This is an optimization exercise on Yosys and OpenROAD, whose aim is small area and a short achievable clock period, not a production implementation.
Only simulation tests tie the RTL to the original design; equivalence was not proved.
Power figures rest on the tool's default switching activity, not on a simulated workload.

<file path="design/flow/flow/run.sh">
#!/bin/bash
# Standard layout, with a plain buffer (buf_2) on every input and output port,
# a clock tree of clkbuf_8 cells and no dummy clock loads.
set -euo pipefail
bash standard.sh "BUFFER_PORTS_ARGS=-buffer_cell sky130_fd_sc_hd__buf_2" \
  "CTS_ARGS=-sink_clustering_enable -repair_clock_nets -dont_use_dummy_load -buf_list sky130_fd_sc_hd__clkbuf_8" \
  finish > make_finish.log 2>&1
</file>
<file path="design/flow/standard.sh">
#!/bin/bash
# synth_recipe.tcl (not shown) runs the flow's synth.tcl, then flattens the netlist and writes it again
# the make line also repeats each setting of config.mk as NAME=value (left out here)
make -C /OpenROAD-flow-scripts/flow DESIGN_CONFIG=/design/flow/config.mk WORK_HOME=/design/flow/orfs CLKGATE_MAP_FILE= SYNTH_SCRIPT=/design/flow/synth_recipe.tcl "${@:-finish}"
</file>
<file path="design/flow/config.mk">
export PLATFORM = sky130hd
export DESIGN_NAME = fp_multiplier
export DESIGN_NICKNAME = fp_multiplier
export VERILOG_FILES = /design/flow/design.v
export SDC_FILE = /design/flow/constraint.sdc
export NUM_CORES = 4
export LEC_CHECK = 0
export CAP_MARGIN = 20
export CORE_MARGIN = 2
export CORE_UTILIZATION = 40
export SETUP_SLACK_MARGIN = 4.8
export SLEW_MARGIN = 20
export SYNTH_HIERARCHICAL = 1
</file>
<file path="design/flow/constraint.sdc">
create_clock -name core_clock -period 8.0 [get_ports {clk}]
set_input_delay 1.6000 -clock core_clock [delete_from_list [all_inputs] [get_ports {clk}]]
set_output_delay 1.6000 -clock core_clock [all_outputs]
set_load 0.01 [all_outputs]
</file>
<file path="design/flow/design.v">
module fp_multiplier (
    input         sign,
    input         clk,
    input         rst,
    input  [16:0] a,
    input  [16:0] b,
    output [17:0] out,
    output        overflow,
    output        underflow
);
  wire [17:0] xa = {sign & a[16], a};
  wire [17:0] yb = {sign & b[16], b};
  wire [8:0] neg_d, one_d, two_d;
  wire [18:0] ybz = {yb, 1'b0};
  genvar gi;
  generate for (gi = 0; gi < 9; gi = gi + 1) begin : benc
    wire y2 = ybz[2*gi+2], y1 = ybz[2*gi+1], y0 = ybz[2*gi];
    assign neg_d[gi] = y2 & ~(y1 & y0);
    assign one_d[gi] = y1 ^ y0;
    assign two_d[gi] = (y2 & ~y1 & ~y0) | (~y2 & y1 & y0);
  end endgenerate
  reg [17:0] xr;
  reg [8:0] negr, oner, twor;
  reg s1;
  always @(posedge clk) begin
    xr <= xa; negr <= neg_d; oner <= one_d; twor <= two_d; s1 <= sign;
  end
  wire [4:0] r8sel = one_d[8] ? xa[4:0] : two_d[8] ? {xa[3:0], 1'b0} : 5'd0;
  wire [5:0] r8sum = {1'b0, r8sel ^ {5{neg_d[8]}}} + neg_d[8];
  reg [5:0] r8r;
  always @(posedge clk) r8r <= r8sum;
  wire lz_d = (1'b1 & ~|yb[9:0]) | (~|xa[0:0] & ~|yb[8:0]) | (~|xa[1:0] & ~|yb[7:0]) | (~|xa[2:0] & ~|yb[6:0]) | (~|xa[3:0] & ~|yb[5:0]) | (~|xa[4:0] & ~|yb[4:0]) | (~|xa[5:0] & ~|yb[3:0]) | (~|xa[6:0] & ~|yb[2:0]) | (~|xa[7:0] & ~|yb[1:0]) | (~|xa[8:0] & ~|yb[0:0]) | (~|xa[9:0] & 1'b1);
  reg lz1;
  always @(posedge clk) lz1 <= lz_d;
  wire pp1, pp2, pp3, pp4, pp5, pp6, pp7, pp8, pp9, pp10, pp11, pp12;
  wire pp13, pp14, pp15, pp16, pp17, pp18, pp19, pp20, pp21, pp22, pp23, pp24;
  wire pp25, pp26, pp27, pp28, pp29, pp30, pp31, pp32, pp33, pp34, pp35, pp36;
  wire pp37, pp38, pp39, pp40, pp41, pp42, pp43, pp44, pp45, pp46, pp47, pp48;
  wire pp49, pp50, pp51, pp52, pp53, pp54, pp55, pp56, pp57, pp58, pp59, pp60;
  wire pp61, pp62, pp63, pp64, pp65, pp66, pp67, pp68, pp69, pp70, pp71, pp72;
  wire pp73, pp74, pp75, pp76, pp77, pp78, pp79, pp80, pp81, pp82, pp83, pp84;
  wire pp85, pp86, pp87, pp88, pp89, pp90, pp91, pp92, pp93, pp94, pp95, pp96;
  wire pp97, pp98, pp99, pp100, pp101, pp102, pp103, pp104, pp105, pp106, pp107, pp108;
  wire pp109, pp110, pp111, pp112, pp113, pp114, pp115, pp116, pp117, pp118, pp119, pp120;
  wire pp121, pp122, pp123, pp124, pp125, pp126, pp127, pp128, pp129, pp130, pp131, pp132;
  wire pp133, pp134, pp135, pp136, pp137, pp138, pp139, pp140, pp141, pp142, pp143, pp144;
  wire pp145, pp146, pp147, pp148, pp149, pp150, pp151, pp152, pp153, pp154, pp155, pp156;
  wire pp157, pp158, pp159, pp160, pp161, pp162, pp163, pp164, pp165, pp166, s167, c168;
  wire s169, c170, s171, c172, s173, c174, s175, c176, s177, c178, s179, c180;
  wire s181, c182, s183, c184, s185, c186, s187, c188, s189, c190, s191, c192;
  wire s193, c194, s195, c196, s197, c198, s199, c200, s201, c202, s203, c204;
  wire s205, c206, s207, c208, s209, c210, s211, c212, s213, c214, s215, c216;
  wire s217, c218, s219, c220, s221, c222, s223, c224, s225, c226, s227, c228;
  wire s229, c230, s231, c232, s233, c234, s235, c236, s237, s238, c239, s240;
  wire c241, s242, c243, s244, c245, s246, c247, s248, c249, s250, c251, s252;
  wire c253, s254, c255, s256, c257, s258, c259, s260, c261, s262, c263, s264;
  wire c265, s266, c267, s268, c269, s270, c271, s272, c273, s274, c275, s276;
  wire c277, s278, c279, s280, c281, s282, c283, s284, c285, s286, c287, s288;
  wire c289, s290, c291, s292, c293, s294, c295, s296, c297, s298, c299, s300;
  wire c301, s302, c303, s304, c305, s306, c307, s308, c309, s310, c311, s312;
  wire c313, s314, c315, s316, c317, s318, c319, s320, c321, s322, c323, s324;
  wire s325, c326, s327, c328, s329, c330, s331, c332, s333, c334, s335, c336;
  wire s337, c338, s339, c340, s341, c342, s343, c344, s345, c346, s347, c348;
  wire s349, c350, s351, c352, s353, c354, s355, c356, s357, c358, s359, c360;
  wire s361, c362, s363, c364, s365, c366, s367, c368, s369, c370, s371, c372;
  wire s373, c374, s375, c376, s377, c378, s379, s380, c381, s382, c383, s384;
  wire c385, s386, c387, s388, c389, s390, c391, s392, c393, s394, c395, s396;
  wire c397, s398, c399, s400, c401, s402, c403, s404, c405, s406, c407, s408;
  wire c409, s410, c411, s412, c413, s414, c415, s416, c417, s418, c419, s420;
  wire c421, s422, c423, s424, c425, s426, c427, s428, c429, s430, c431, s432;
  wire c433, s434, c435, s436, c437, s438, c439, s440, c441, s442, lg443, lp444;
  wire lg445, lp446, lg447, lp448, lg449, lp450, lg451, lp452, lg453, lp454, lg455, lp456;
  wire lg457, lp458, lg459, lp460, lg461, lp462, lG463, lP464, lG465, lP466, lG467, lP468;
  wire lG469, lP470, lG471, lP472, lG473, lP474, lG475, lP476, lG477, lP478, lG479, lP480;
  wire lG481, lP482, lG483, lP484, lG485, lP486, lG487, lP488, lG489, lP490, lG491, lP492;
  wire hg493, hp494, hg495, hp496, hg497, hp498, hg499, hp500, hg501, hp502, hg503, hp504;
  wire hg505, hp506, hg507, hp508, hg509, hp510, hg511, hp512, hg513, hp514, hg515, hp516;
  wire hg517, hp518, hg519, hp520, hg521, hp522, hg523, hp524, hg525, hp526, hg527, hp528;
  wire hg529, hp530, hg531, hp532, hg533, hp534, hg535, hp536, hg537, hp538, hg539, hp540;
  wire hg541, hp542, hG543, hP544, hG545, hP546, hG547, hP548, hG549, hP550, hG551, hP552;
  wire hG553, hP554, hG555, hP556, hG557, hP558, hG559, hP560, hG561, hP562, hG563, hP564;
  wire hG565, hP566, hG567, hP568, hG569, hP570, hG571, hP572, hG573, hP574, hG575, hP576;
  wire hG577, hP578, hG579, hP580, hG581, hP582, hG583, hP584, hG585, hP586, hG587, hP588;
  wire hG589, hP590, hG591, hP592, hG593, hP594, hG595, hP596, hG597, hP598, hG599, hP600;
  wire hG601, hP602, hG603, hP604, hG605, hP606, hG607, hP608, hG609, hP610, hG611, hP612;
  wire hG613, hP614, hG615, hP616, hG617, hP618, hG619, hP620, hG621, hP622, hG623, hP624;
  wire hG625, hP626, hG627, hP628, hG629, hP630, hG631, hP632, hG633, hP634, hG635, hP636;
  wire hG637, hP638, hG639, hP640, hG641, hP642, hG643, hP644, hG645, hP646, hG647, hP648;
  wire hG649, hP650;
  assign pp1 = ((oner[0] & xr[0])) ^ negr[0];
  assign pp2 = ((oner[0] & xr[1]) | (twor[0] & xr[0])) ^ negr[0];
  assign pp3 = ((oner[0] & xr[2]) | (twor[0] & xr[1])) ^ negr[0];
  assign pp4 = ((oner[0] & xr[3]) | (twor[0] & xr[2])) ^ negr[0];
  assign pp5 = ((oner[0] & xr[4]) | (twor[0] & xr[3])) ^ negr[0];
  assign pp6 = ((oner[0] & xr[5]) | (twor[0] & xr[4])) ^ negr[0];
  assign pp7 = ((oner[0] & xr[6]) | (twor[0] & xr[5])) ^ negr[0];
  assign pp8 = ((oner[0] & xr[7]) | (twor[0] & xr[6])) ^ negr[0];
  assign pp9 = ((oner[0] & xr[8]) | (twor[0] & xr[7])) ^ negr[0];
  assign pp10 = ((oner[0] & xr[9]) | (twor[0] & xr[8])) ^ negr[0];
  assign pp11 = ((oner[0] & xr[10]) | (twor[0] & xr[9])) ^ negr[0];
  assign pp12 = ((oner[0] & xr[11]) | (twor[0] & xr[10])) ^ negr[0];
  assign pp13 = ((oner[0] & xr[12]) | (twor[0] & xr[11])) ^ negr[0];
  assign pp14 = ((oner[0] & xr[13]) | (twor[0] & xr[12])) ^ negr[0];
  assign pp15 = ((oner[0] & xr[14]) | (twor[0] & xr[13])) ^ negr[0];
  assign pp16 = ((oner[0] & xr[15]) | (twor[0] & xr[14])) ^ negr[0];
  assign pp17 = ((oner[0] & xr[16]) | (twor[0] & xr[15])) ^ negr[0];
  assign pp18 = ((oner[0] & xr[17]) | (twor[0] & xr[16])) ^ negr[0];
  assign pp19 = ((oner[0] & xr[17]) | (twor[0] & xr[17])) ^ negr[0];
  assign pp20 = ~pp19;
  assign pp21 = ((oner[1] & xr[0])) ^ negr[1];
  assign pp22 = ((oner[1] & xr[1]) | (twor[1] & xr[0])) ^ negr[1];
  assign pp23 = ((oner[1] & xr[2]) | (twor[1] & xr[1])) ^ negr[1];
  assign pp24 = ((oner[1] & xr[3]) | (twor[1] & xr[2])) ^ negr[1];
  assign pp25 = ((oner[1] & xr[4]) | (twor[1] & xr[3])) ^ negr[1];
  assign pp26 = ((oner[1] & xr[5]) | (twor[1] & xr[4])) ^ negr[1];
  assign pp27 = ((oner[1] & xr[6]) | (twor[1] & xr[5])) ^ negr[1];
  assign pp28 = ((oner[1] & xr[7]) | (twor[1] & xr[6])) ^ negr[1];
  assign pp29 = ((oner[1] & xr[8]) | (twor[1] & xr[7])) ^ negr[1];
  assign pp30 = ((oner[1] & xr[9]) | (twor[1] & xr[8])) ^ negr[1];
  assign pp31 = ((oner[1] & xr[10]) | (twor[1] & xr[9])) ^ negr[1];
  assign pp32 = ((oner[1] & xr[11]) | (twor[1] & xr[10])) ^ negr[1];
  assign pp33 = ((oner[1] & xr[12]) | (twor[1] & xr[11])) ^ negr[1];
  assign pp34 = ((oner[1] & xr[13]) | (twor[1] & xr[12])) ^ negr[1];
  assign pp35 = ((oner[1] & xr[14]) | (twor[1] & xr[13])) ^ negr[1];
  assign pp36 = ((oner[1] & xr[15]) | (twor[1] & xr[14])) ^ negr[1];
  assign pp37 = ((oner[1] & xr[16]) | (twor[1] & xr[15])) ^ negr[1];
  assign pp38 = ((oner[1] & xr[17]) | (twor[1] & xr[16])) ^ negr[1];
  assign pp39 = ~(((oner[1] & xr[17]) | (twor[1] & xr[17])) ^ negr[1]);
  assign pp40 = ((oner[2] & xr[0])) ^ negr[2];
  assign pp41 = ((oner[2] & xr[1]) | (twor[2] & xr[0])) ^ negr[2];
  assign pp42 = ((oner[2] & xr[2]) | (twor[2] & xr[1])) ^ negr[2];
  assign pp43 = ((oner[2] & xr[3]) | (twor[2] & xr[2])) ^ negr[2];
  assign pp44 = ((oner[2] & xr[4]) | (twor[2] & xr[3])) ^ negr[2];
  assign pp45 = ((oner[2] & xr[5]) | (twor[2] & xr[4])) ^ negr[2];
  assign pp46 = ((oner[2] & xr[6]) | (twor[2] & xr[5])) ^ negr[2];
  assign pp47 = ((oner[2] & xr[7]) | (twor[2] & xr[6])) ^ negr[2];
  assign pp48 = ((oner[2] & xr[8]) | (twor[2] & xr[7])) ^ negr[2];
  assign pp49 = ((oner[2] & xr[9]) | (twor[2] & xr[8])) ^ negr[2];
  assign pp50 = ((oner[2] & xr[10]) | (twor[2] & xr[9])) ^ negr[2];
  assign pp51 = ((oner[2] & xr[11]) | (twor[2] & xr[10])) ^ negr[2];
  assign pp52 = ((oner[2] & xr[12]) | (twor[2] & xr[11])) ^ negr[2];
  assign pp53 = ((oner[2] & xr[13]) | (twor[2] & xr[12])) ^ negr[2];
  assign pp54 = ((oner[2] & xr[14]) | (twor[2] & xr[13])) ^ negr[2];
  assign pp55 = ((oner[2] & xr[15]) | (twor[2] & xr[14])) ^ negr[2];
  assign pp56 = ((oner[2] & xr[16]) | (twor[2] & xr[15])) ^ negr[2];
  assign pp57 = ((oner[2] & xr[17]) | (twor[2] & xr[16])) ^ negr[2];
  assign pp58 = ~(((oner[2] & xr[17]) | (twor[2] & xr[17])) ^ negr[2]);
  assign pp59 = ((oner[3] & xr[0])) ^ negr[3];
  assign pp60 = ((oner[3] & xr[1]) | (twor[3] & xr[0])) ^ negr[3];
  assign pp61 = ((oner[3] & xr[2]) | (twor[3] & xr[1])) ^ negr[3];
  assign pp62 = ((oner[3] & xr[3]) | (twor[3] & xr[2])) ^ negr[3];
  assign pp63 = ((oner[3] & xr[4]) | (twor[3] & xr[3])) ^ negr[3];
  assign pp64 = ((oner[3] & xr[5]) | (twor[3] & xr[4])) ^ negr[3];
  assign pp65 = ((oner[3] & xr[6]) | (twor[3] & xr[5])) ^ negr[3];
  assign pp66 = ((oner[3] & xr[7]) | (twor[3] & xr[6])) ^ negr[3];
  assign pp67 = ((oner[3] & xr[8]) | (twor[3] & xr[7])) ^ negr[3];
  assign pp68 = ((oner[3] & xr[9]) | (twor[3] & xr[8])) ^ negr[3];
  assign pp69 = ((oner[3] & xr[10]) | (twor[3] & xr[9])) ^ negr[3];
  assign pp70 = ((oner[3] & xr[11]) | (twor[3] & xr[10])) ^ negr[3];
  assign pp71 = ((oner[3] & xr[12]) | (twor[3] & xr[11])) ^ negr[3];
  assign pp72 = ((oner[3] & xr[13]) | (twor[3] & xr[12])) ^ negr[3];
  assign pp73 = ((oner[3] & xr[14]) | (twor[3] & xr[13])) ^ negr[3];
  assign pp74 = ((oner[3] & xr[15]) | (twor[3] & xr[14])) ^ negr[3];
  assign pp75 = ((oner[3] & xr[16]) | (twor[3] & xr[15])) ^ negr[3];
  assign pp76 = ((oner[3] & xr[17]) | (twor[3] & xr[16])) ^ negr[3];
  assign pp77 = ~(((oner[3] & xr[17]) | (twor[3] & xr[17])) ^ negr[3]);
  assign pp78 = ((oner[4] & xr[0])) ^ negr[4];
  assign pp79 = ((oner[4] & xr[1]) | (twor[4] & xr[0])) ^ negr[4];
  assign pp80 = ((oner[4] & xr[2]) | (twor[4] & xr[1])) ^ negr[4];
  assign pp81 = ((oner[4] & xr[3]) | (twor[4] & xr[2])) ^ negr[4];
  assign pp82 = ((oner[4] & xr[4]) | (twor[4] & xr[3])) ^ negr[4];
  assign pp83 = ((oner[4] & xr[5]) | (twor[4] & xr[4])) ^ negr[4];
  assign pp84 = ((oner[4] & xr[6]) | (twor[4] & xr[5])) ^ negr[4];
  assign pp85 = ((oner[4] & xr[7]) | (twor[4] & xr[6])) ^ negr[4];
  assign pp86 = ((oner[4] & xr[8]) | (twor[4] & xr[7])) ^ negr[4];
  assign pp87 = ((oner[4] & xr[9]) | (twor[4] & xr[8])) ^ negr[4];
  assign pp88 = ((oner[4] & xr[10]) | (twor[4] & xr[9])) ^ negr[4];
  assign pp89 = ((oner[4] & xr[11]) | (twor[4] & xr[10])) ^ negr[4];
  assign pp90 = ((oner[4] & xr[12]) | (twor[4] & xr[11])) ^ negr[4];
  assign pp91 = ((oner[4] & xr[13]) | (twor[4] & xr[12])) ^ negr[4];
  assign pp92 = ((oner[4] & xr[14]) | (twor[4] & xr[13])) ^ negr[4];
  assign pp93 = ((oner[4] & xr[15]) | (twor[4] & xr[14])) ^ negr[4];
  assign pp94 = ((oner[4] & xr[16]) | (twor[4] & xr[15])) ^ negr[4];
  assign pp95 = ((oner[4] & xr[17]) | (twor[4] & xr[16])) ^ negr[4];
  assign pp96 = ~(((oner[4] & xr[17]) | (twor[4] & xr[17])) ^ negr[4]);
  assign pp97 = ((oner[5] & xr[0])) ^ negr[5];
  assign pp98 = ((oner[5] & xr[1]) | (twor[5] & xr[0])) ^ negr[5];
  assign pp99 = ((oner[5] & xr[2]) | (twor[5] & xr[1])) ^ negr[5];
  assign pp100 = ((oner[5] & xr[3]) | (twor[5] & xr[2])) ^ negr[5];
  assign pp101 = ((oner[5] & xr[4]) | (twor[5] & xr[3])) ^ negr[5];
  assign pp102 = ((oner[5] & xr[5]) | (twor[5] & xr[4])) ^ negr[5];
  assign pp103 = ((oner[5] & xr[6]) | (twor[5] & xr[5])) ^ negr[5];
  assign pp104 = ((oner[5] & xr[7]) | (twor[5] & xr[6])) ^ negr[5];
  assign pp105 = ((oner[5] & xr[8]) | (twor[5] & xr[7])) ^ negr[5];
  assign pp106 = ((oner[5] & xr[9]) | (twor[5] & xr[8])) ^ negr[5];
  assign pp107 = ((oner[5] & xr[10]) | (twor[5] & xr[9])) ^ negr[5];
  assign pp108 = ((oner[5] & xr[11]) | (twor[5] & xr[10])) ^ negr[5];
  assign pp109 = ((oner[5] & xr[12]) | (twor[5] & xr[11])) ^ negr[5];
  assign pp110 = ((oner[5] & xr[13]) | (twor[5] & xr[12])) ^ negr[5];
  assign pp111 = ((oner[5] & xr[14]) | (twor[5] & xr[13])) ^ negr[5];
  assign pp112 = ((oner[5] & xr[15]) | (twor[5] & xr[14])) ^ negr[5];
  assign pp113 = ((oner[5] & xr[16]) | (twor[5] & xr[15])) ^ negr[5];
  assign pp114 = ((oner[5] & xr[17]) | (twor[5] & xr[16])) ^ negr[5];
  assign pp115 = ~(((oner[5] & xr[17]) | (twor[5] & xr[17])) ^ negr[5]);
  assign pp116 = ((oner[6] & xr[0])) ^ negr[6];
  assign pp117 = ((oner[6] & xr[1]) | (twor[6] & xr[0])) ^ negr[6];
  assign pp118 = ((oner[6] & xr[2]) | (twor[6] & xr[1])) ^ negr[6];
  assign pp119 = ((oner[6] & xr[3]) | (twor[6] & xr[2])) ^ negr[6];
  assign pp120 = ((oner[6] & xr[4]) | (twor[6] & xr[3])) ^ negr[6];
  assign pp121 = ((oner[6] & xr[5]) | (twor[6] & xr[4])) ^ negr[6];
  assign pp122 = ((oner[6] & xr[6]) | (twor[6] & xr[5])) ^ negr[6];
  assign pp123 = ((oner[6] & xr[7]) | (twor[6] & xr[6])) ^ negr[6];
  assign pp124 = ((oner[6] & xr[8]) | (twor[6] & xr[7])) ^ negr[6];
  assign pp125 = ((oner[6] & xr[9]) | (twor[6] & xr[8])) ^ negr[6];
  assign pp126 = ((oner[6] & xr[10]) | (twor[6] & xr[9])) ^ negr[6];
  assign pp127 = ((oner[6] & xr[11]) | (twor[6] & xr[10])) ^ negr[6];
  assign pp128 = ((oner[6] & xr[12]) | (twor[6] & xr[11])) ^ negr[6];
  assign pp129 = ((oner[6] & xr[13]) | (twor[6] & xr[12])) ^ negr[6];
  assign pp130 = ((oner[6] & xr[14]) | (twor[6] & xr[13])) ^ negr[6];
  assign pp131 = ((oner[6] & xr[15]) | (twor[6] & xr[14])) ^ negr[6];
  assign pp132 = ((oner[6] & xr[16]) | (twor[6] & xr[15])) ^ negr[6];
  assign pp133 = ((oner[6] & xr[17]) | (twor[6] & xr[16])) ^ negr[6];
  assign pp134 = ~(((oner[6] & xr[17]) | (twor[6] & xr[17])) ^ negr[6]);
  assign pp135 = ((oner[7] & xr[0])) ^ negr[7];
  assign pp136 = ((oner[7] & xr[1]) | (twor[7] & xr[0])) ^ negr[7];
  assign pp137 = ((oner[7] & xr[2]) | (twor[7] & xr[1])) ^ negr[7];
  assign pp138 = ((oner[7] & xr[3]) | (twor[7] & xr[2])) ^ negr[7];
  assign pp139 = ((oner[7] & xr[4]) | (twor[7] & xr[3])) ^ negr[7];
  assign pp140 = ((oner[7] & xr[5]) | (twor[7] & xr[4])) ^ negr[7];
  assign pp141 = ((oner[7] & xr[6]) | (twor[7] & xr[5])) ^ negr[7];
  assign pp142 = ((oner[7] & xr[7]) | (twor[7] & xr[6])) ^ negr[7];
  assign pp143 = ((oner[7] & xr[8]) | (twor[7] & xr[7])) ^ negr[7];
  assign pp144 = ((oner[7] & xr[9]) | (twor[7] & xr[8])) ^ negr[7];
  assign pp145 = ((oner[7] & xr[10]) | (twor[7] & xr[9])) ^ negr[7];
  assign pp146 = ((oner[7] & xr[11]) | (twor[7] & xr[10])) ^ negr[7];
  assign pp147 = ((oner[7] & xr[12]) | (twor[7] & xr[11])) ^ negr[7];
  assign pp148 = ((oner[7] & xr[13]) | (twor[7] & xr[12])) ^ negr[7];
  assign pp149 = ((oner[7] & xr[14]) | (twor[7] & xr[13])) ^ negr[7];
  assign pp150 = ((oner[7] & xr[15]) | (twor[7] & xr[14])) ^ negr[7];
  assign pp151 = ((oner[7] & xr[16]) | (twor[7] & xr[15])) ^ negr[7];
  assign pp152 = ((oner[7] & xr[17]) | (twor[7] & xr[16])) ^ negr[7];
  assign pp153 = ~(((oner[7] & xr[17]) | (twor[7] & xr[17])) ^ negr[7]);
  assign pp154 = ((oner[8] & xr[5]) | (twor[8] & xr[4])) ^ negr[8];
  assign pp155 = ((oner[8] & xr[6]) | (twor[8] & xr[5])) ^ negr[8];
  assign pp156 = ((oner[8] & xr[7]) | (twor[8] & xr[6])) ^ negr[8];
  assign pp157 = ((oner[8] & xr[8]) | (twor[8] & xr[7])) ^ negr[8];
  assign pp158 = ((oner[8] & xr[9]) | (twor[8] & xr[8])) ^ negr[8];
  assign pp159 = ((oner[8] & xr[10]) | (twor[8] & xr[9])) ^ negr[8];
  assign pp160 = ((oner[8] & xr[11]) | (twor[8] & xr[10])) ^ negr[8];
  assign pp161 = ((oner[8] & xr[12]) | (twor[8] & xr[11])) ^ negr[8];
  assign pp162 = ((oner[8] & xr[13]) | (twor[8] & xr[12])) ^ negr[8];
  assign pp163 = ((oner[8] & xr[14]) | (twor[8] & xr[13])) ^ negr[8];
  assign pp164 = ((oner[8] & xr[15]) | (twor[8] & xr[14])) ^ negr[8];
  assign pp165 = ((oner[8] & xr[16]) | (twor[8] & xr[15])) ^ negr[8];
  assign pp166 = ((oner[8] & xr[17]) | (twor[8] & xr[16])) ^ negr[8];
  fp_ha u_s167 (.a(negr[5]), .b(pp11), .s(s167), .co(c168));
  fp_ha u_s169 (.a(pp12), .b(pp30), .s(s169), .co(c170));
  fp_fa u_s171 (.a(negr[6]), .b(pp13), .c(pp31), .s(s171), .co(c172));
  fp_ha u_s173 (.a(pp48), .b(pp65), .s(s173), .co(c174));
  fp_fa u_s175 (.a(pp14), .b(pp32), .c(pp49), .s(s175), .co(c176));
  fp_ha u_s177 (.a(pp66), .b(pp83), .s(s177), .co(c178));
  fp_fa u_s179 (.a(negr[7]), .b(pp15), .c(pp33), .s(s179), .co(c180));
  fp_fa u_s181 (.a(pp50), .b(pp67), .c(pp84), .s(s181), .co(c182));
  fp_ha u_s183 (.a(pp101), .b(pp118), .s(s183), .co(c184));
  fp_fa u_s185 (.a(pp16), .b(pp34), .c(pp51), .s(s185), .co(c186));
  fp_fa u_s187 (.a(pp68), .b(pp85), .c(pp102), .s(s187), .co(c188));
  fp_ha u_s189 (.a(pp119), .b(pp136), .s(s189), .co(c190));
  fp_fa u_s191 (.a(r8r[0]), .b(pp17), .c(pp35), .s(s191), .co(c192));
  fp_fa u_s193 (.a(pp52), .b(pp69), .c(pp86), .s(s193), .co(c194));
  fp_fa u_s195 (.a(pp103), .b(pp120), .c(pp137), .s(s195), .co(c196));
  fp_fa u_s197 (.a(r8r[1]), .b(pp18), .c(pp36), .s(s197), .co(c198));
  fp_fa u_s199 (.a(pp53), .b(pp70), .c(pp87), .s(s199), .co(c200));
  fp_fa u_s201 (.a(pp104), .b(pp121), .c(pp138), .s(s201), .co(c202));
  fp_fa u_s203 (.a(r8r[2]), .b(pp19), .c(pp37), .s(s203), .co(c204));
  fp_fa u_s205 (.a(pp54), .b(pp71), .c(pp88), .s(s205), .co(c206));
  fp_fa u_s207 (.a(pp105), .b(pp122), .c(pp139), .s(s207), .co(c208));
  fp_fa u_s209 (.a(r8r[3]), .b(pp19), .c(pp38), .s(s209), .co(c210));
  fp_fa u_s211 (.a(pp55), .b(pp72), .c(pp89), .s(s211), .co(c212));
  fp_fa u_s213 (.a(pp106), .b(pp123), .c(pp140), .s(s213), .co(c214));
  fp_fa u_s215 (.a(r8r[4]), .b(pp39), .c(pp56), .s(s215), .co(c216));
  fp_fa u_s217 (.a(pp73), .b(pp90), .c(pp107), .s(s217), .co(c218));
  fp_fa u_s219 (.a(pp124), .b(pp141), .c(pp20), .s(s219), .co(c220));
  assign s221 = ~(r8r[5] ^ pp57);
  assign c222 = r8r[5] | pp57;
  fp_fa u_s223 (.a(pp74), .b(pp91), .c(pp108), .s(s223), .co(c224));
  fp_fa u_s225 (.a(pp125), .b(pp142), .c(pp154), .s(s225), .co(c226));
  fp_fa u_s227 (.a(pp58), .b(pp75), .c(pp92), .s(s227), .co(c228));
  fp_fa u_s229 (.a(pp109), .b(pp126), .c(pp143), .s(s229), .co(c230));
  assign s231 = ~(pp76 ^ pp93);
  assign c232 = pp76 | pp93;
  fp_ha u_s233 (.a(pp110), .b(pp127), .s(s233), .co(c234));
  fp_fa u_s235 (.a(pp77), .b(pp94), .c(pp111), .s(s235), .co(c236));
  assign s237 = ~pp95;
  fp_ha u_s238 (.a(negr[3]), .b(pp7), .s(s238), .co(c239));
  fp_ha u_s240 (.a(pp8), .b(pp26), .s(s240), .co(c241));
  fp_fa u_s242 (.a(negr[4]), .b(pp9), .c(pp27), .s(s242), .co(c243));
  fp_ha u_s244 (.a(pp44), .b(pp61), .s(s244), .co(c245));
  fp_fa u_s246 (.a(pp10), .b(pp28), .c(pp45), .s(s246), .co(c247));
  fp_ha u_s248 (.a(pp62), .b(pp79), .s(s248), .co(c249));
  fp_fa u_s250 (.a(pp29), .b(pp46), .c(pp63), .s(s250), .co(c251));
  fp_fa u_s252 (.a(pp80), .b(pp97), .c(s167), .s(s252), .co(c253));
  fp_fa u_s254 (.a(pp47), .b(pp64), .c(pp81), .s(s254), .co(c255));
  fp_fa u_s256 (.a(pp98), .b(c168), .c(s169), .s(s256), .co(c257));
  fp_fa u_s258 (.a(pp82), .b(pp99), .c(pp116), .s(s258), .co(c259));
  fp_fa u_s260 (.a(c170), .b(s173), .c(s171), .s(s260), .co(c261));
  fp_fa u_s262 (.a(pp100), .b(pp117), .c(c174), .s(s262), .co(c263));
  fp_fa u_s264 (.a(s177), .b(c172), .c(s175), .s(s264), .co(c265));
  fp_fa u_s266 (.a(pp135), .b(c178), .c(s183), .s(s266), .co(c267));
  fp_fa u_s268 (.a(c176), .b(s179), .c(s181), .s(s268), .co(c269));
  fp_fa u_s270 (.a(c184), .b(s189), .c(c180), .s(s270), .co(c271));
  fp_fa u_s272 (.a(c182), .b(s185), .c(s187), .s(s272), .co(c273));
  fp_fa u_s274 (.a(c190), .b(c186), .c(c188), .s(s274), .co(c275));
  fp_fa u_s276 (.a(s191), .b(s193), .c(s195), .s(s276), .co(c277));
  fp_fa u_s278 (.a(c192), .b(c194), .c(c196), .s(s278), .co(c279));
  fp_fa u_s280 (.a(s197), .b(s199), .c(s201), .s(s280), .co(c281));
  fp_fa u_s282 (.a(c198), .b(c200), .c(c202), .s(s282), .co(c283));
  fp_fa u_s284 (.a(s203), .b(s205), .c(s207), .s(s284), .co(c285));
  fp_fa u_s286 (.a(c204), .b(c206), .c(c208), .s(s286), .co(c287));
  fp_fa u_s288 (.a(s209), .b(s211), .c(s213), .s(s288), .co(c289));
  fp_fa u_s290 (.a(c210), .b(c212), .c(c214), .s(s290), .co(c291));
  fp_fa u_s292 (.a(s215), .b(s217), .c(s219), .s(s292), .co(c293));
  fp_fa u_s294 (.a(s221), .b(c216), .c(c218), .s(s294), .co(c295));
  fp_fa u_s296 (.a(c220), .b(s223), .c(s225), .s(s296), .co(c297));
  fp_fa u_s298 (.a(pp155), .b(c222), .c(c224), .s(s298), .co(c299));
  fp_fa u_s300 (.a(c226), .b(s227), .c(s229), .s(s300), .co(c301));
  fp_fa u_s302 (.a(pp144), .b(pp156), .c(s231), .s(s302), .co(c303));
  fp_fa u_s304 (.a(s233), .b(c228), .c(c230), .s(s304), .co(c305));
  fp_fa u_s306 (.a(pp128), .b(pp145), .c(pp157), .s(s306), .co(c307));
  fp_fa u_s308 (.a(c232), .b(c234), .c(s235), .s(s308), .co(c309));
  fp_fa u_s310 (.a(pp112), .b(pp129), .c(pp146), .s(s310), .co(c311));
  fp_fa u_s312 (.a(pp158), .b(s237), .c(c236), .s(s312), .co(c313));
  fp_fa u_s314 (.a(pp95), .b(pp96), .c(pp113), .s(s314), .co(c315));
  fp_fa u_s316 (.a(pp130), .b(pp147), .c(pp159), .s(s316), .co(c317));
  assign s318 = ~(pp114 ^ pp131);
  assign c319 = pp114 | pp131;
  fp_ha u_s320 (.a(pp148), .b(pp160), .s(s320), .co(c321));
  fp_fa u_s322 (.a(pp115), .b(pp132), .c(pp149), .s(s322), .co(c323));
  assign s324 = ~pp133;
  fp_ha u_s325 (.a(negr[2]), .b(pp5), .s(s325), .co(c326));
  fp_ha u_s327 (.a(pp6), .b(pp24), .s(s327), .co(c328));
  fp_fa u_s329 (.a(pp25), .b(pp42), .c(pp59), .s(s329), .co(c330));
  fp_fa u_s331 (.a(pp43), .b(pp60), .c(c239), .s(s331), .co(c332));
  fp_fa u_s333 (.a(pp78), .b(c241), .c(s244), .s(s333), .co(c334));
  fp_fa u_s335 (.a(c245), .b(s248), .c(c243), .s(s335), .co(c336));
  fp_fa u_s337 (.a(c249), .b(c247), .c(s250), .s(s337), .co(c338));
  fp_fa u_s339 (.a(c251), .b(s254), .c(c253), .s(s339), .co(c340));
  fp_fa u_s341 (.a(c255), .b(s258), .c(c257), .s(s341), .co(c342));
  fp_fa u_s343 (.a(c259), .b(s262), .c(c261), .s(s343), .co(c344));
  fp_fa u_s345 (.a(c263), .b(s266), .c(c265), .s(s345), .co(c346));
  fp_fa u_s347 (.a(c267), .b(c269), .c(s270), .s(s347), .co(c348));
  fp_fa u_s349 (.a(c271), .b(c273), .c(s274), .s(s349), .co(c350));
  fp_fa u_s351 (.a(c275), .b(c277), .c(s278), .s(s351), .co(c352));
  fp_fa u_s353 (.a(c279), .b(c281), .c(s282), .s(s353), .co(c354));
  fp_fa u_s355 (.a(c283), .b(c285), .c(s286), .s(s355), .co(c356));
  fp_fa u_s357 (.a(c287), .b(c289), .c(s290), .s(s357), .co(c358));
  fp_fa u_s359 (.a(c291), .b(s294), .c(c293), .s(s359), .co(c360));
  fp_fa u_s361 (.a(c295), .b(c297), .c(s298), .s(s361), .co(c362));
  fp_fa u_s363 (.a(s302), .b(c299), .c(c301), .s(s363), .co(c364));
  fp_fa u_s365 (.a(s306), .b(c303), .c(c305), .s(s365), .co(c366));
  fp_fa u_s367 (.a(c307), .b(s310), .c(c309), .s(s367), .co(c368));
  fp_fa u_s369 (.a(c311), .b(s314), .c(s316), .s(s369), .co(c370));
  fp_fa u_s371 (.a(s318), .b(s320), .c(c315), .s(s371), .co(c372));
  fp_fa u_s373 (.a(pp161), .b(c319), .c(c321), .s(s373), .co(c374));
  fp_fa u_s375 (.a(pp150), .b(pp162), .c(s324), .s(s375), .co(c376));
  fp_fa u_s377 (.a(pp133), .b(pp134), .c(pp151), .s(s377), .co(c378));
  assign s379 = ~pp152;
  fp_ha u_s380 (.a(negr[1]), .b(pp3), .s(s380), .co(c381));
  fp_ha u_s382 (.a(pp4), .b(pp22), .s(s382), .co(c383));
  fp_fa u_s384 (.a(pp23), .b(pp40), .c(s325), .s(s384), .co(c385));
  fp_fa u_s386 (.a(pp41), .b(c326), .c(s327), .s(s386), .co(c387));
  fp_fa u_s388 (.a(c328), .b(s238), .c(s329), .s(s388), .co(c389));
  fp_fa u_s390 (.a(s240), .b(c330), .c(s331), .s(s390), .co(c391));
  fp_fa u_s392 (.a(s242), .b(c332), .c(s333), .s(s392), .co(c393));
  fp_fa u_s394 (.a(s246), .b(c334), .c(s335), .s(s394), .co(c395));
  fp_fa u_s396 (.a(s252), .b(c336), .c(s337), .s(s396), .co(c397));
  fp_fa u_s398 (.a(s256), .b(c338), .c(s339), .s(s398), .co(c399));
  fp_fa u_s400 (.a(s260), .b(c340), .c(s341), .s(s400), .co(c401));
  fp_fa u_s402 (.a(s264), .b(c342), .c(s343), .s(s402), .co(c403));
  fp_fa u_s404 (.a(s268), .b(c344), .c(s345), .s(s404), .co(c405));
  fp_fa u_s406 (.a(s272), .b(c346), .c(s347), .s(s406), .co(c407));
  fp_fa u_s408 (.a(s276), .b(c348), .c(s349), .s(s408), .co(c409));
  fp_fa u_s410 (.a(s280), .b(c350), .c(s351), .s(s410), .co(c411));
  fp_fa u_s412 (.a(s284), .b(c352), .c(s353), .s(s412), .co(c413));
  fp_fa u_s414 (.a(s288), .b(c354), .c(s355), .s(s414), .co(c415));
  fp_fa u_s416 (.a(s292), .b(c356), .c(s357), .s(s416), .co(c417));
  fp_fa u_s418 (.a(s296), .b(c358), .c(s359), .s(s418), .co(c419));
  fp_fa u_s420 (.a(s300), .b(c360), .c(s361), .s(s420), .co(c421));
  fp_fa u_s422 (.a(s304), .b(c362), .c(s363), .s(s422), .co(c423));
  fp_fa u_s424 (.a(s308), .b(s365), .c(c364), .s(s424), .co(c425));
  fp_fa u_s426 (.a(s312), .b(c366), .c(s367), .s(s426), .co(c427));
  fp_fa u_s428 (.a(c313), .b(s369), .c(c368), .s(s428), .co(c429));
  fp_fa u_s430 (.a(c317), .b(c370), .c(s371), .s(s430), .co(c431));
  fp_fa u_s432 (.a(s322), .b(s373), .c(c372), .s(s432), .co(c433));
  fp_fa u_s434 (.a(c323), .b(s375), .c(c374), .s(s434), .co(c435));
  fp_fa u_s436 (.a(pp163), .b(c376), .c(s377), .s(s436), .co(c437));
  fp_fa u_s438 (.a(pp164), .b(s379), .c(c378), .s(s438), .co(c439));
  fp_fa u_s440 (.a(pp152), .b(pp153), .c(pp165), .s(s440), .co(c441));
  assign s442 = ~pp166;
  assign lg443 = (negr[0] & pp1);
  assign lp444 = (negr[0] ^ pp1);
  assign lg445 = (pp2 & 1'b0);
  assign lp446 = (pp2 ^ 1'b0);
  assign lg447 = (s380 & pp21);
  assign lp448 = (s380 ^ pp21);
  assign lg449 = (c381 & s382);
  assign lp450 = (c381 ^ s382);
  assign lg451 = (c383 & s384);
  assign lp452 = (c383 ^ s384);
  assign lg453 = (c385 & s386);
  assign lp454 = (c385 ^ s386);
  assign lg455 = (c387 & s388);
  assign lp456 = (c387 ^ s388);
  assign lg457 = (c389 & s390);
  assign lp458 = (c389 ^ s390);
  assign lg459 = (c391 & s392);
  assign lp460 = (c391 ^ s392);
  assign lg461 = (c393 & s394);
  assign lp462 = (c393 ^ s394);
  assign lG463 = lg445 | (lp446 & lg443);
  assign lP464 = lp446 & lp444;
  assign lG465 = lg449 | (lp450 & lg447);
  assign lP466 = lp450 & lp448;
  assign lG467 = lg453 | (lp454 & lg451);
  assign lP468 = lp454 & lp452;
  assign lG469 = lg457 | (lp458 & lg455);
  assign lP470 = lp458 & lp456;
  assign lG471 = lg461 | (lp462 & lg459);
  assign lP472 = lp462 & lp460;
  assign lG473 = lg447 | (lp448 & lG463);
  assign lP474 = lp448 & lP464;
  assign lG475 = lG465 | (lP466 & lG463);
  assign lP476 = lP466 & lP464;
  assign lG477 = lg455 | (lp456 & lG467);
  assign lP478 = lp456 & lP468;
  assign lG479 = lG469 | (lP470 & lG467);
  assign lP480 = lP470 & lP468;
  assign lG481 = lg451 | (lp452 & lG475);
  assign lP482 = lp452 & lP476;
  assign lG483 = lG467 | (lP468 & lG475);
  assign lP484 = lP468 & lP476;
  assign lG485 = lG477 | (lP478 & lG475);
  assign lP486 = lP478 & lP476;
  assign lG487 = lG479 | (lP480 & lG475);
  assign lP488 = lP480 & lP476;
  assign lG489 = lg459 | (lp460 & lG487);
  assign lP490 = lp460 & lP488;
  assign lG491 = lG471 | (lP472 & lG487);
  assign lP492 = lP472 & lP488;
  wire ck_w = lG491;
  wire [9:0] lot = {lp462, lp460, lp458, lp456, lp454, lp452, lp450, lp448, lp446, lp444};
  wire [23:0] ha_w = {c441, c439, c437, c435, c433, c431, c429, c427, c425, c423, c421, c419, c417, c415, c413, c411, c409, c407, c405, c403, c401, c399, c397, c395};
  wire [23:0] hb_w = {s442, s440, s438, s436, s434, s432, s430, s428, s426, s424, s422, s420, s418, s416, s414, s412, s410, s408, s406, s404, s402, s400, s398, s396};
  reg [23:0] ra;
  reg [23:0] rb;
  reg lor, land, ck, s2, rst_d;
  always @(posedge clk) begin
    ra <= ha_w; rb <= hb_w; s2 <= s1; rst_d <= rst;
    lor <= ~lz1; land <= &lot; ck <= ck_w;
  end
  assign hg493 = (ck & ck);
  assign hp494 = (ck ^ ck);
  assign hg495 = (ra[0] & rb[0]);
  assign hp496 = (ra[0] ^ rb[0]);
  assign hg497 = (ra[1] & rb[1]);
  assign hp498 = (ra[1] ^ rb[1]);
  assign hg499 = (ra[2] & rb[2]);
  assign hp500 = (ra[2] ^ rb[2]);
  assign hg501 = (ra[3] & rb[3]);
  assign hp502 = (ra[3] ^ rb[3]);
  assign hg503 = (ra[4] & rb[4]);
  assign hp504 = (ra[4] ^ rb[4]);
  assign hg505 = (ra[5] & rb[5]);
  assign hp506 = (ra[5] ^ rb[5]);
  assign hg507 = (ra[6] & rb[6]);
  assign hp508 = (ra[6] ^ rb[6]);
  assign hg509 = (ra[7] & rb[7]);
  assign hp510 = (ra[7] ^ rb[7]);
  assign hg511 = (ra[8] & rb[8]);
  assign hp512 = (ra[8] ^ rb[8]);
  assign hg513 = (ra[9] & rb[9]);
  assign hp514 = (ra[9] ^ rb[9]);
  assign hg515 = (ra[10] & rb[10]);
  assign hp516 = (ra[10] ^ rb[10]);
  assign hg517 = (ra[11] & rb[11]);
  assign hp518 = (ra[11] ^ rb[11]);
  assign hg519 = (ra[12] & rb[12]);
  assign hp520 = (ra[12] ^ rb[12]);
  assign hg521 = (ra[13] & rb[13]);
  assign hp522 = (ra[13] ^ rb[13]);
  assign hg523 = (ra[14] & rb[14]);
  assign hp524 = (ra[14] ^ rb[14]);
  assign hg525 = (ra[15] & rb[15]);
  assign hp526 = (ra[15] ^ rb[15]);
  assign hg527 = (ra[16] & rb[16]);
  assign hp528 = (ra[16] ^ rb[16]);
  assign hg529 = (ra[17] & rb[17]);
  assign hp530 = (ra[17] ^ rb[17]);
  assign hg531 = (ra[18] & rb[18]);
  assign hp532 = (ra[18] ^ rb[18]);
  assign hg533 = (ra[19] & rb[19]);
  assign hp534 = (ra[19] ^ rb[19]);
  assign hg535 = (ra[20] & rb[20]);
  assign hp536 = (ra[20] ^ rb[20]);
  assign hg537 = (ra[21] & rb[21]);
  assign hp538 = (ra[21] ^ rb[21]);
  assign hg539 = (ra[22] & rb[22]);
  assign hp540 = (ra[22] ^ rb[22]);
  assign hg541 = (ra[23] & rb[23]);
  assign hp542 = (ra[23] ^ rb[23]);
  assign hG543 = hg495 | (hp496 & hg493);
  assign hP544 = hp496 & hp494;
  assign hG545 = hg499 | (hp500 & hg497);
  assign hP546 = hp500 & hp498;
  assign hG547 = hg503 | (hp504 & hg501);
  assign hP548 = hp504 & hp502;
  assign hG549 = hg507 | (hp508 & hg505);
  assign hP550 = hp508 & hp506;
  assign hG551 = hg511 | (hp512 & hg509);
  assign hP552 = hp512 & hp510;
  assign hG553 = hg515 | (hp516 & hg513);
  assign hP554 = hp516 & hp514;
  assign hG555 = hg519 | (hp520 & hg517);
  assign hP556 = hp520 & hp518;
  assign hG557 = hg523 | (hp524 & hg521);
  assign hP558 = hp524 & hp522;
  assign hG559 = hg527 | (hp528 & hg525);
  assign hP560 = hp528 & hp526;
  assign hG561 = hg531 | (hp532 & hg529);
  assign hP562 = hp532 & hp530;
  assign hG563 = hg535 | (hp536 & hg533);
  assign hP564 = hp536 & hp534;
  assign hG565 = hg539 | (hp540 & hg537);
  assign hP566 = hp540 & hp538;
  assign hG567 = hg497 | (hp498 & hG543);
  assign hP568 = hp498 & hP544;
  assign hG569 = hG545 | (hP546 & hG543);
  assign hP570 = hP546 & hP544;
  assign hG571 = hg505 | (hp506 & hG547);
  assign hP572 = hp506 & hP548;
  assign hG573 = hG549 | (hP550 & hG547);
  assign hP574 = hP550 & hP548;
  assign hG575 = hg513 | (hp514 & hG551);
  assign hP576 = hp514 & hP552;
  assign hG577 = hG553 | (hP554 & hG551);
  assign hP578 = hP554 & hP552;
  assign hG579 = hg521 | (hp522 & hG555);
  assign hP580 = hp522 & hP556;
  assign hG581 = hG557 | (hP558 & hG555);
  assign hP582 = hP558 & hP556;
  assign hG583 = hg529 | (hp530 & hG559);
  assign hP584 = hp530 & hP560;
  assign hG585 = hG561 | (hP562 & hG559);
  assign hP586 = hP562 & hP560;
  assign hG587 = hg537 | (hp538 & hG563);
  assign hP588 = hp538 & hP564;
  assign hG589 = hG565 | (hP566 & hG563);
  assign hP590 = hP566 & hP564;
  assign hG591 = hg501 | (hp502 & hG569);
  assign hP592 = hp502 & hP570;
  assign hG593 = hG547 | (hP548 & hG569);
  assign hP594 = hP548 & hP570;
  assign hG595 = hG571 | (hP572 & hG569);
  assign hP596 = hP572 & hP570;
  assign hG597 = hG573 | (hP574 & hG569);
  assign hP598 = hP574 & hP570;
  assign hG599 = hg517 | (hp518 & hG577);
  assign hP600 = hp518 & hP578;
  assign hG601 = hG555 | (hP556 & hG577);
  assign hP602 = hP556 & hP578;
  assign hG603 = hG579 | (hP580 & hG577);
  assign hP604 = hP580 & hP578;
  assign hG605 = hG581 | (hP582 & hG577);
  assign hP606 = hP582 & hP578;
  assign hG607 = hg533 | (hp534 & hG585);
  assign hP608 = hp534 & hP586;
  assign hG609 = hG563 | (hP564 & hG585);
  assign hP610 = hP564 & hP586;
  assign hG611 = hG587 | (hP588 & hG585);
  assign hP612 = hP588 & hP586;
  assign hG613 = hG589 | (hP590 & hG585);
  assign hP614 = hP590 & hP586;
  assign hG615 = hg509 | (hp510 & hG597);
  assign hP616 = hp510 & hP598;
  assign hG617 = hG551 | (hP552 & hG597);
  assign hP618 = hP552 & hP598;
  assign hG619 = hG575 | (hP576 & hG597);
  assign hP620 = hP576 & hP598;
  assign hG621 = hG577 | (hP578 & hG597);
  assign hP622 = hP578 & hP598;
  assign hG623 = hG599 | (hP600 & hG597);
  assign hP624 = hP600 & hP598;
  assign hG625 = hG601 | (hP602 & hG597);
  assign hP626 = hP602 & hP598;
  assign hG627 = hG603 | (hP604 & hG597);
  assign hP628 = hP604 & hP598;
  assign hG629 = hG605 | (hP606 & hG597);
  assign hP630 = hP606 & hP598;
  assign hG631 = hg541 | (hp542 & hG613);
  assign hP632 = hp542 & hP614;
  assign hG633 = hg525 | (hp526 & hG629);
  assign hP634 = hp526 & hP630;
  assign hG635 = hG559 | (hP560 & hG629);
  assign hP636 = hP560 & hP630;
  assign hG637 = hG583 | (hP584 & hG629);
  assign hP638 = hP584 & hP630;
  assign hG639 = hG585 | (hP586 & hG629);
  assign hP640 = hP586 & hP630;
  assign hG641 = hG607 | (hP608 & hG629);
  assign hP642 = hP608 & hP630;
  assign hG643 = hG609 | (hP610 & hG629);
  assign hP644 = hP610 & hP630;
  assign hG645 = hG611 | (hP612 & hG629);
  assign hP646 = hP612 & hP630;
  assign hG647 = hG613 | (hP614 & hG629);
  assign hP648 = hP614 & hP630;
  assign hG649 = hG631 | (hP632 & hG629);
  assign hP650 = hP632 & hP630;
  wire [33:10] ph = {(hp542 ^ hG647), (hp540 ^ hG645), (hp538 ^ hG643), (hp536 ^ hG641), (hp534 ^ hG639), (hp532 ^ hG637), (hp530 ^ hG635), (hp528 ^ hG633), (hp526 ^ hG629), (hp524 ^ hG627), (hp522 ^ hG625), (hp520 ^ hG623), (hp518 ^ hG621), (hp516 ^ hG619), (hp514 ^ hG617), (hp512 ^ hG615), (hp510 ^ hG597), (hp508 ^ hG595), (hp506 ^ hG593), (hp504 ^ hG591), (hp502 ^ hG569), (hp500 ^ hG567), (hp498 ^ hG543), (hp496 ^ hg493)};
  wire neg = s2 & ph[33];
  wire ovf_w = neg ? ~&ph[33:25] : |ph[33:24];
  wire unf_w = neg ? ~(&ph[15:10] & land) : (|ph[15:10] | lor);
  wire clr = rst | rst_d;
  reg [17:0] out_r;
  reg overflow_r, underflow_r;
  always @(posedge clk) begin
    out_r       <= clr ? 18'd0 : ph[31:14];
    overflow_r  <= clr ? 1'b0 : ovf_w;
    underflow_r <= clr ? 1'b0 : unf_w;
  end
  assign overflow = overflow_r;
  assign underflow = underflow_r;
  assign out = out_r;
endmodule
module fp_fa (input a, input b, input c, output s, output co);
  assign s = a ^ b ^ c;
  assign co = (a & b) | (c & (a ^ b));
endmodule
module fp_ha (input a, input b, output s, output co);
  assign s = a ^ b;
  assign co = a & b;
endmodule
</file>
==> results of run 1 <==
flip-flops by register name, indices dropped and copies added, names as in the netlist:
name         count
lz1              1
r8r              6
out_r           18
ck               1
ra              24
underflow_r      1
rst_d            1
twor             9
xr              18
negr             9
lor              1
oner             9
s2               1
land             1
rb              24
overflow_r       1
s1               1
where the power goes:
group	leakage [nW]	internal, mW	switching (mW)
Clock	0.122	0.187	0.220
Combinational	3.05	1.06	1.20
Sequential	1.06	0.841	0.153
how the worst max path moves through the flow:
stage | startpoint | to | slack (ns) | depth (start not counted)
2_1_floorplan | negr[1]$_DFF_P_ | ck$_DFF_P_ | 4.78 | 11
3_3_place_gp | negr[1]$_DFF_P_ | ck$_DFF_P_ | 4.53 | 9
3_5_place_dp | negr[0]$_DFF_P_ | rb[10]$_DFF_P_ | 4.51 | 5
4_1_cts | ra[0]$_DFF_P_ | overflow_r$_SDFF_PP0_ | 4.84 | 13
5_1_grt | xr[6]$_DFF_P_ | rb[8]$_DFF_P_ | 4.80 | 6
6_report | xr[15]$_DFF_P_ | rb[8]$_DFF_P_ | 4.91 | 6
modules after synthesis, one instance, submodules excluded:
module         copies in the design  flip-flops and latches  cells inside  area (µm²)
fp_multiplier                     1                     126           840        7640
fp_ha                            16                       0             1        12.5
fp_fa                           117                       0             1        20.0
kinds of logic (layout without fill, tap and decap cells):
family                   after synthesis  after routing  share of synthesized area [%]
AO/OA/AOI/OAI                        233            233                           17.0
flip-flops                           126            126                           24.8
buffers and inverters                113            100                           4.16
adder cells (fa/ha/maj)              180            180                           31.1
AND/OR/NAND/NOR                      132            132                           6.69
multiplexers                           4              4                          0.418
XOR/XNOR                             185            185                           15.9
through the flow:
| step | power (mW) | area, µm² | instances | worst slack (ns) | util [%] |
|---|---|---|---|---|---|
| 2_1_floorplan | 2.68 | 10200 | 973 | 4.78 | - |
| 3_3_place_gp | 3.20 | 10600 | 1272 | 4.53 | 42.1 |
| 3_5_place_dp | 3.26 | 10600 | 1272 | 4.51 | 42.1 |
| 4_1_cts | 3.69 | 10900 | 1289 | 4.84 | 43.3 |
| 5_1_grt | 4.07 | 10900 | 1290 | 4.80 | 43.5 |
| 6_report | 3.66 | 10900 | 1290 | 4.91 | 43.5 |
timing repair:
action | 4_1_cts | 5_1_grt
pin swaps | 0 | 3
setup buffers | 0 | 1
gates resized for setup | 36 | 20
endpoints found under the setup margin | 28 | 7
synth_stat cells (3+ instances only):
master,instances
nand3_1,6
nand2_1,29
nand3b_1,6
nor3_1,10
fa_1,122
dfxtp_1,126
inv_1,20
buf_1,18
nand2b_1,8
ha_1,58
nand4_1,5
xor2_1,18
or3_1,3
o21ai_0,20
a21oi_1,14
a22oi_1,149
and2_1,8
clkbuf_1,75
o21ai_1,6
a211oi_1,3
xnor2_1,167
nor4_1,3
a21o_1,12
nor2_1,32
nor2b_1,8
cell type report:
cell class | instances | area (µm²)
fillers | 2483 | 14200
multi-input cells | 734 | 7260
flip-flops and latches | 126 | 2610
well taps | 330 | 413
repair buffers | 63 | 333
clock buffers | 17 | 234
inverters | 20 | 75.1
critical path: stages, from the launching register on:
cell     delay [ns]
dfxtp_2        0.60
a22oi_1        0.18
xnor2_1        0.20
fa_1           0.47
fa_1           0.47
fa_1           0.60
fa_1           0.42
metal layers:
metal | vias up | routed length, µm
li1 | 3330 | -
met1 | 3508 | 11600
met2 | 292 | 10900
met3 | 44 | 2070
met4 | 0 | 543
met5 | - | 0
==> summary.md, run 1 <==
| Metric | Value |
|---|---|
| Cell variety after synth | `61` |
| Pwr/cell area | `335 mW/mm²` |
| Detailed-route wire length | `approximately 25 mm` |
| Reg2Reg Setup Slack | `approximately 4.9 ns` |
| Initial Utilization | `~41%` |
| Leakage power figure | `4.24 nW` |
| Synth Warn # | `7` |
| Syn Nets | `between 1k and 1.5k` |
| Dpl hpwl | `17.7 mm` |
| Worst Path Max Fanout | `18` |
| Die width | `164 µm` |
| Global Route met3 Usage | `a little under 5%` |
| Slew HR | `between 40% and 50%` |
| Area delta synth->final | `7.21%` |
| Worst Path Required | `8.30 ns` |
| Most frequent cells in the layout | `xnor2_1, a22oi_1, fa_1` |
| Die H | `164 µm` |
| Setup TNS | `0 ns` |
| Via count | `slightly above 7k` |
| Hold path start | `s1$_DFF_P_` |
| Clock Latency Late Sink | `around 0.45 ns` |
| Share of the synthesized area in the top cell type | `between 20% and 30%` |
| Hold-fix buffers, CTS | `0` |
| Largest net degree at the start of global routing | `21` |
| FF-to-FF End | `rb[8]$_DFF_P_` |
| Hold Fails Final Rpt | `0` |
| WP data arrival | `approximately 3.4 ns` |
| Reg2Reg Launch Point | `xr[15]$_DFF_P_` |
| Worst VDD drop | `between 0.1 and 0.15 mV` |
| Post-synth ARST share | `0%` |
| Layout Nets | `between 1k and 1.5k` |
| Post-synthesis sequential area ratio | `between 20 and 25%` |
| Syn avg cell area | `about 10 µm²` |
| Commonest non-fill, non-tap cell in the layout | `xnor2_1` |
| Predominant post-synthesis flop cell | `dfxtp_1` |
| FF-to-FF path depth | `6` |
| Gr busiest metal | `met2` |
| Crit start category | `flip-flop` |
| Clk buf depth | `2` |
| Root buffer cell | `clkbuf_8` |
| Antenna cells | `0` |
| Worst Hold Endpoint | `s2$_DFF_P_` |
| Clock Skews | `about 0.025 ns` |
| Post-layout min period | `around 3 ns` |
| Status | `timing/DRC/antenna clean` |
| EDFF count, synth | `0` |
| Vias in the first global route | `between 7k and 8k` |
| Row count | `between 50 and 60` |
| Hold Path Stages | `0` |
| # IOs | `57` |
| CTS sink count | `126` |
| Core area | `between 0.02 and 0.03 mm²` |
| HP Class | `reg2reg` |
| Met2 GRT Util | `around 30%` |
| Final Max Slew Viols | `0` |
| RSZ-0062 raised after global routing | `false` |
| Post-Syn Area | `0.0102 mm²` |
| Initial antenna violation count | `0` |
| First-pass iteration count of the detailed router | `6` |
| Synth Register Bits | `~130` |
| Fraction of layout cells with a size suffix above 1 | `13.8%` |
| First-pass GRT wire length | `between 40 and 50 mm` |
| Die Area | `0.0268 mm²` |
| Final setup fails | `0` |
| Critical path type | `reg2reg` |
| Vias/cell | `5.56` |
| Slew @ Worst Pin | `between 0.7 and 0.8 ns` |
| Fmax achieved | `324 MHz` |
| Hold_ws | `about 0.38 ns` |
| Antenna viol nets, final | `0` |
| Gr usage total | `19.7%` |
| Worst Setup End Kind | `flip-flop` |
| Max cap viols | `0` |
| DRC | `0` |
| CTS clock-pin slew for the worst setup and hold paths | `roughly 0.080 ns` |
| Wire per inst | `roughly 20 µm` |
| TritonCTS clock tree | `built` |
| Htree depth | `4` |
| GR met1 Demand/Resource | `27.9%` |
| CTS Buf Count | `17` |
| Top cells by area, synth | `dfxtp_1, fa_1, xnor2_1` |
| GPL Wtd Cong | `0.858` |
| Area leader, netlist | `dfxtp_1` |
| Remaining global-route overflow | `0` |
| IO Port Bufs | `56` |
| Fraction of the cycle the final worst path needs | `approximately two fifths` |
| 1st-iter DRT viols | `between 500 and 600` |
| Synthesized instance count | `around 1000` |
==> inputs of run 2 (changes only) <==
--- a/design/flow/config.mk
+++ b/design/flow/config.mk
@@ -10,3 +10,3 @@
 export CORE_UTILIZATION = 40
-export SETUP_SLACK_MARGIN = 4.8
+export SETUP_SLACK_MARGIN = 4.9
 export SLEW_MARGIN = 20
==> run 2 against run 1 <==
Non-clock buffer count increased by 4. Combinational power about the same. Count of clock-buffer cells in the layout unchanged. Highest routed layer unchanged. Critical endpoint is now rb[6]$_DFF_P_. Total power increased by 0.58%. Routed wire length increased by 0.36%. Sequential power about the same. Hold slack improved by 0.0084 ns. Synthesized area unchanged.
==> summary.md, run 2 <==
| Metric | Value |
|---|---|
| CTS Buf Count | `17 (unchanged)` |
| First-pass iteration count of the detailed router | `6 (unchanged)` |
| Slew HR | `48.0% (+1.0 points)` |
| Initial Utilization | `40.6% (unchanged)` |
| Most frequent cells in the layout | `xnor2_1, a22oi_1, fa_1` |
| Htree depth | `4 (unchanged)` |
| Post-layout min period | `3.01 ns (-0.0810 ns)` |
| Commonest non-fill, non-tap cell in the layout | `xnor2_1` |
| HP Class | `reg2reg` |
| Worst Path Max Fanout | `18 (unchanged)` |
| Detailed-route wire length | `25.3 mm (+0.36%)` |
| CTS clock-pin slew for the worst setup and hold paths | `0.08 ns (about the same)` |
| Cell variety after synth | `61 (unchanged)` |
| IO Port Bufs | `56 (unchanged)` |
| Worst Path Required | `8.31 ns (about the same)` |
| CP Launch Point | `xr[15]$_DFF_P_` |
| Critical path type | `reg2reg` |
| Met2 GRT Util | `30.5% (+1.3 points)` |
| Area delta synth->final | `8.11%` |
| Layout Nets | `1183 (+0.34%)` |
| Ordered list of cells on the worst path | `a22oi_1 > xnor2_1 > fa_1 > fa_1 > fa_1 > fa_1` |
| Worst Setup End Kind | `flip-flop` |
| CP top delay family | `adder cells` |
| Vias in the first global route | `7192 (+0.38%)` |
| Antenna viol nets, final | `0 (unchanged)` |
| TritonCTS clock tree | `built` |
| Global Route met3 Usage | `3.45% (-1.4 points)` |
| Total Power | `3.68 mW (+0.58%)` |
| Final Max Slew Viols | `0 (unchanged)` |
| Area of the multi-input gates | `0.00727 mm² (+0.12%)` |
| Area leader, netlist | `dfxtp_1` |
| # IOs | `57 (unchanged)` |
| Initial antenna violation count | `0 (unchanged)` |
| Slowest cell on crit path | `fa_1` |
| Die width | `164 µm (unchanged)` |
| Dpl hpwl | `18.1 mm (+2.1%)` |
| Post-synth ARST share | `0% (unchanged)` |
| CTS sink count | `126 (unchanged)` |
| Synth Warn # | `7 (unchanged)` |
| Via count | `7124 (-0.70%)` |
| Root buffer cell | `clkbuf_8` |
| Clock Skews | `0.0218 ns (-0.00321 ns)` |
| Row count | `58 (unchanged)` |
| Most used cell, CP | `fa_1` |
| Predominant post-synthesis flop cell | `dfxtp_1` |
| Hold path start | `s1$_DFF_P_` |
| Most numerous cell in the Yosys netlist | `xnor2_1` |
| Reg2Reg Setup Slack | `4.99 ns (+0.08 ns)` |
| Gr busiest metal | `met2` |
| First-pass GRT wire length | `40.3 mm (-0.88%)` |
| Status | `timing/DRC/antenna clean` |
| Fmax achieved | `333 MHz (+2.7%)` |
| Hold Fails Final Rpt | `0 (unchanged)` |
| Clk buf depth | `2 (unchanged)` |
| Pwr/cell area | `334 mW/mm² (-0.26%)` |
| Die H | `164 µm (unchanged)` |
| Syn avg cell area | `10.5 µm² (unchanged)` |
| Crit start category | `flip-flop` |
| Setup TNS | `0 ns (unchanged)` |
| Reg2Reg Launch Point | `xr[15]$_DFF_P_` |
| Share of the synthesized area in the top cell type | `24.8% (unchanged)` |
| Top cells by area, synth | `dfxtp_1, fa_1, xnor2_1` |
| Vias/cell | `5.51 (-1.0%)` |
| Wire per inst | `19.5 µm (about the same)` |
| Antenna cells | `0 (unchanged)` |
| Core area | `0.0251 mm² (unchanged)` |
| Post-Syn Area | `0.0102 mm² (unchanged)` |
| Largest net degree at the start of global routing | `21 (unchanged)` |
| Register area | `0.00265 mm² (+1.7%)` |
| Top cells by count, synth | `xnor2_1, a22oi_1, dfxtp_1, fa_1, clkbuf_1` |
| RSZ-0062 raised after global routing | `true` |
| WP data arrival | `3.32 ns (-0.07 ns)` |
| Die Area | `0.0268 mm² (unchanged)` |
| Max cap viols | `0 (unchanged)` |
| 1st-iter DRT viols | `632 (+10%)` |
| Hold-fix buffers, CTS | `0 (unchanged)` |
| Final setup fails | `0 (unchanged)` |
| Fraction of layout cells with a size suffix above 1 | `14.3% (+0.57 points)` |
| DRC | `0 (unchanged)` |
| GR met1 Demand/Resource | `27.6% (-0.30 points)` |
| Worst VDD drop | `0.108 mV (-1.6%)` |
| Remaining global-route overflow | `0 (unchanged)` |
| GPL Wtd Cong | `0.856 (-0.21%)` |
| Clock Latency Late Sink | `0.45 ns (about the same)` |
| Gr usage total | `19.6% (-0.032 points)` |
| Post-synthesis sequential area ratio | `24.8% (unchanged)` |
| Top flop regs | `ra: 24 flops, rb: 24 flops` |
| Synth Register Bits | `126 (unchanged)` |
| Slew @ Worst Pin | `0.780 ns (-0.0154 ns)` |
| Synthesized instance count | `973 (unchanged)` |
| EDFF count, synth | `0 (unchanged)` |
| Worst stage delay on the critical path | `0.53 ns (-0.07 ns)` |
| Fraction of the cycle the final worst path needs | `37.6% (-1.0 points)` |
| Syn Nets | `1190 (unchanged)` |
| # fillers | `2479 (-0.16%)` |
| Crit path buffers/inverters | `0 (unchanged)` |
| Leakage power figure | `4.27 nW (+0.76%)` |
run 2: cell count changes in the layout (fill, tap and decap cells not counted), sizes merged:
cell,before,now
buf,63,66
clkbuf,17,18
run 2: cells by family after synthesis:
family / after synthesis / share of synthesized area (%)
muxes: 4 / 0.418
DFF: 126 / 24.8
xor gates and xnor gates: 185 / 15.9
adders and majority gates: 180 / 31.1
buffers and inverters: 113 / 4.16
AOI/OAI and AO/OA: 233 / 17.0
and+or+nand+nor: 132 / 6.69
run 2: metrics by stage:
| stage | setup WS, ns | cell area, µm² | hold slack [ns] | cells | util [%] |
|---|---|---|---|---|---|
| floorplan | 4.86 | 10200 | 0.310 | 973 | - |
| global placement | 4.45 | 10600 | 0.376 | 1273 | 42.1 |
| detailed placement | 4.49 | 10600 | 0.387 | 1273 | 42.2 |
| CTS | 4.91 | 10900 | 0.364 | 1291 | 43.4 |
| global route | 4.86 | 11000 | 0.373 | 1294 | 43.9 |
| finish | 4.99 | 11000 | 0.383 | 1294 | 43.9 |
run 2: layer usage:
metal | part of all wire (%) | vias up
li1 | - | 3336
met1 | 46 | 3428
met2 | 45 | 311
met3 | 7.4 | 49
met4 | 2.1 | 0
met5 | 0 | -
run 2: what timing repair did:
action	CTS	global route
cloned	0	0
setup endpoints to repair	33	23
gates resized for setup	38	40
setup buffers	1	3
pin swaps	2	2
run 2: where the power goes:
part / switching, mW / leakage [nW] / internal, mW / total, mW
logic: 1.22 / 3.08 / 1.08 / 2.29
clock network: 0.208 / 0.122 / 0.186 / 0.394
registers: 0.153 / 1.07 / 0.839 / 0.993
total: 1.58 / 4.27 / 2.10 / 3.68
run 2: cell type report:
cell class              instances  share of cell area (%)
inverters                      20                   0.682
flip-flops and latches        126                    24.1
clock buffers                  17                    2.12
repair buffers                 67                    3.36
multi-input cells             734                    66.0
well taps                     330                    3.75
run 2: worst paths after layout:
path / endpoint / depth (start not counted)
max: rb[6]$_DFF_P_ / 6
min: s2$_DFF_P_ / 0
max reg2reg: rb[6]$_DFF_P_ / 6
min reg2reg: s2$_DFF_P_ / 0
run 2: Yosys stat by module, one instance, submodules excluded:
module | cell area (µm²) | times used
fp_multiplier | 7640 | 1
fp_fa | 20.0 | 117
fp_ha | 12.5 | 16

[re-timing with driven ports]
The results above use ideal ports. As a check the final layouts listed here were re-extracted and re-timed, cells and wires unchanged. Step 1 (the two cells are an assumption about what drives the block):
set clk [get_ports {clk}]
set_driving_cell -lib_cell sky130_fd_sc_hd__clkbuf_16 $clk
set_driving_cell -lib_cell sky130_fd_sc_hd__buf_2 [delete_from_list [all_inputs] $clk]
Step 2, shift: input delay + t, output delay - t, t = (earliest + latest rising clock arrival at the registers) / 2. This alone moves slack from input paths to output paths. Slacks: ideal ports / drivers / drivers and shift; pairs: ideal ports / drivers.
| run | t (ns) | setup slack, ns | worst hold slack (ns) | latest minus earliest clock arrival (ns) | worst data-port slew with drivers (ns) |
|---|---|---|---|---|---|
| run 1 | 0.477 | 4.912 / 4.912 / 4.747 | 0.375 / 0.375 / 0.375 | 0.029 / 0.029 | 0.03 |
| run 2 | 0.482 | 4.993 / 4.993 / 4.753 | 0.383 / 0.383 / 0.383 | 0.029 / 0.029 | 0.03 |
After both steps setup and hold are still met in every run listed. For run 2, which loses most, drivers alone change the setup slack by 0.000 ns; drivers and shift together by -0.240 ns.
